This design comes from an exercise in tuning for small area, a short achievable clock period and few clock cycles per item on the open sky130 flow, not from production work.

==> wip/fjord: inputs <==
## filter
module filter
	#(parameter DWIDTH = 16)
	(input clk,
		input rst,
		output req_in,
		input ack_in,
		input [0:DWIDTH-1] data_in,
		output req_out,
		input ack_out,
		output [0:DWIDTH-1] data_out);
	function [13:0] rom1;
		input [7:0] a;
		case (a)
			8'd0: rom1 = 14'h0;
			8'd1: rom1 = 14'h0;
			8'd2: rom1 = 14'h3fff;
			8'd3: rom1 = 14'h3ffd;
			8'd4: rom1 = 14'h3ffb;
			8'd5: rom1 = 14'h3ff8;
			8'd6: rom1 = 14'h3ff4;
			8'd7: rom1 = 14'h3ff0;
			8'd8: rom1 = 14'h3feb;
			8'd9: rom1 = 14'h3fe5;
			8'd10: rom1 = 14'h3fdf;
			8'd11: rom1 = 14'h3fd7;
			8'd12: rom1 = 14'h3fcf;
			8'd13: rom1 = 14'h3fc7;
			8'd14: rom1 = 14'h3fbd;
			8'd15: rom1 = 14'h3fb3;
			8'd16: rom1 = 14'h3fa8;
			8'd17: rom1 = 14'h3f9c;
			8'd18: rom1 = 14'h3f90;
			8'd19: rom1 = 14'h3f82;
			8'd20: rom1 = 14'h3f74;
			8'd21: rom1 = 14'h3f66;
			8'd22: rom1 = 14'h3f56;
			8'd23: rom1 = 14'h3f46;
			8'd24: rom1 = 14'h3f34;
			8'd25: rom1 = 14'h3f22;
			8'd26: rom1 = 14'h3f10;
			8'd27: rom1 = 14'h3efc;
			8'd28: rom1 = 14'h3ee8;
			8'd29: rom1 = 14'h3ed3;
			8'd30: rom1 = 14'h3ebd;
			8'd31: rom1 = 14'h3ea7;
			8'd32: rom1 = 14'h3e8f;
			8'd33: rom1 = 14'h3e77;
			8'd34: rom1 = 14'h3e5f;
			8'd35: rom1 = 14'h3e45;
			8'd36: rom1 = 14'h3e2b;
			8'd37: rom1 = 14'h3e10;
  ...
Settings: LEC_CHECK=0, CAP_MARGIN=20, CORE_MARGIN=2, CORE_UTILIZATION=40, SLEW_MARGIN=20, SYNTH_HIERARCHICAL=1, SYNTH_MEMORY_MAX_BITS=16384, SYNTH_MINIMUM_KEEP_SIZE=0; clock period 11.0 ns.
standard.sh (not shown) runs the stock make flow with config.mk's settings and CLKGATE_MAP_FILE= SYNTH_SCRIPT=/design/flow/synth_recipe.tcl, a recipe that flattens the netlist after the stock synthesis.
==> flow/flow/run.sh <==
#!/bin/bash
# The standard layout (standard.sh: the standard flow's synthesis and ORFS flow, unchanged
# settings from config.mk), with repair_timing asked to leave more setup slack
# than config.mk's SETUP_SLACK_MARGIN may ask for.
set -euo pipefail
bash standard.sh SETUP_SLACK_MARGIN=${MARGIN:-7} finish > standard_flow.log 2>&1
==> wip/quartz: changes against wip/fjord <==
==> flow/run.sh (new file) <==
#!/bin/bash
# synth_recipe.tcl (not shown) runs the flow's synth.tcl, then flattens the netlist and writes it again
# the make line also repeats each setting of config.mk as NAME=value (left out here)
make -C /OpenROAD-flow-scripts/flow DESIGN_CONFIG=/design/flow/config.mk WORK_HOME=/design/flow/orfs CLKGATE_MAP_FILE= SYNTH_SCRIPT=/design/flow/synth_recipe.tcl finish
removed: flow/flow/run.sh
removed: flow/standard.sh
==> qor summary <==
| metric | wip/quartz | wip/fjord |
|---|---|---|
| Final clock period utilization by the worst path | 0.573 | 0.384 |
| Tightest hold margin | 0.453 ns | 0.458 ns |
| Count of clock buffers in the final design | 32 | 38 |
| Fraction of met3 tracks used by global routing | 0.0489 | 0.0686 |
| Critical path peak fanout | 51 | 6 |
| Worst-case register-to-register setup slack | 4.69 ns | 6.77 ns |
| Number of buffers inserted by post-CTS setup repair | 0 | 117 |
| Via total after detailed routing | 23400 | 24500 |
| Final worst-path setup slack | 4.69 ns | 6.77 ns |
| Metal-1 WL | 40.2 mm | 43.0 mm |
| Launching element of the worst setup path | l[0]$_SDFFE_PP0P_ | e1[12]$_DFFE_PP_ |
| Final-layout non-clock buffer area share | 0.0319 | 0.0867 |
| N_diodes | 1 | 0 |
| Maximum number of pins on one net before global-route repair | 167 | 114 |
| Share of cell area taken by multi-input logic gates | 0.710 | 0.674 |
| Comb_multi_in | 2406 | 2408 |
| Critical path's slowest cell | sky130_fd_sc_hd__nor2_2 | sky130_fd_sc_hd__fa_1 |
| Final WL | 102 mm | 107 mm |
| Area used by sequential logic in the layout | 4900 um2 | 4990 um2 |
| Post-Place Worst Slack | 5.06 ns | 4.97 ns |
| Footprint of the multi-input gates | 19100 um2 | 20100 um2 |
| Status | complete, no violations | complete, no violations |
| End point of the critical path | e2[16]$_DFFE_PP_ | cs_c[20]$_SDFFE_PP0N_ |
| Number of buffers and inverters on the critical path | 4 | 1 |
No functional check of the RTL was part of any run of this note.

re-timing with driven ports:
How much do the figures lean on ideal ports? The routed layouts below were timed once more, with nothing changed but the port constraints. Step 1: set_driving_cell puts a clkbuf_16 on clk and a buf_2 on each other input, an assumption about the parent block. Step 2 adds t to the input delays and takes it off the output delays; t is the mean of the earliest and latest rising clock arrival at the registers after step 1. Input paths then give back, and output paths get back, about the clock's delay inside the block. Three values: ideal, step 1, step 2; two values: the first two.
run	t, ns	setup WS [ns]	worst setup path after step 2	worst slew at a driven data input, ns	pins driven straight from the clock port
wip/fjord	0.647	6.771 / 6.771 / 6.760	input to register	0.06	1
wip/quartz	0.642	4.692 / 4.692 / 4.692	register to register	0.06	1
After both steps every run listed still meets setup and hold. For wip/fjord, which loses most, drivers alone change the setup slack by 0.000 ns; drivers and shift together by -0.011 ns.
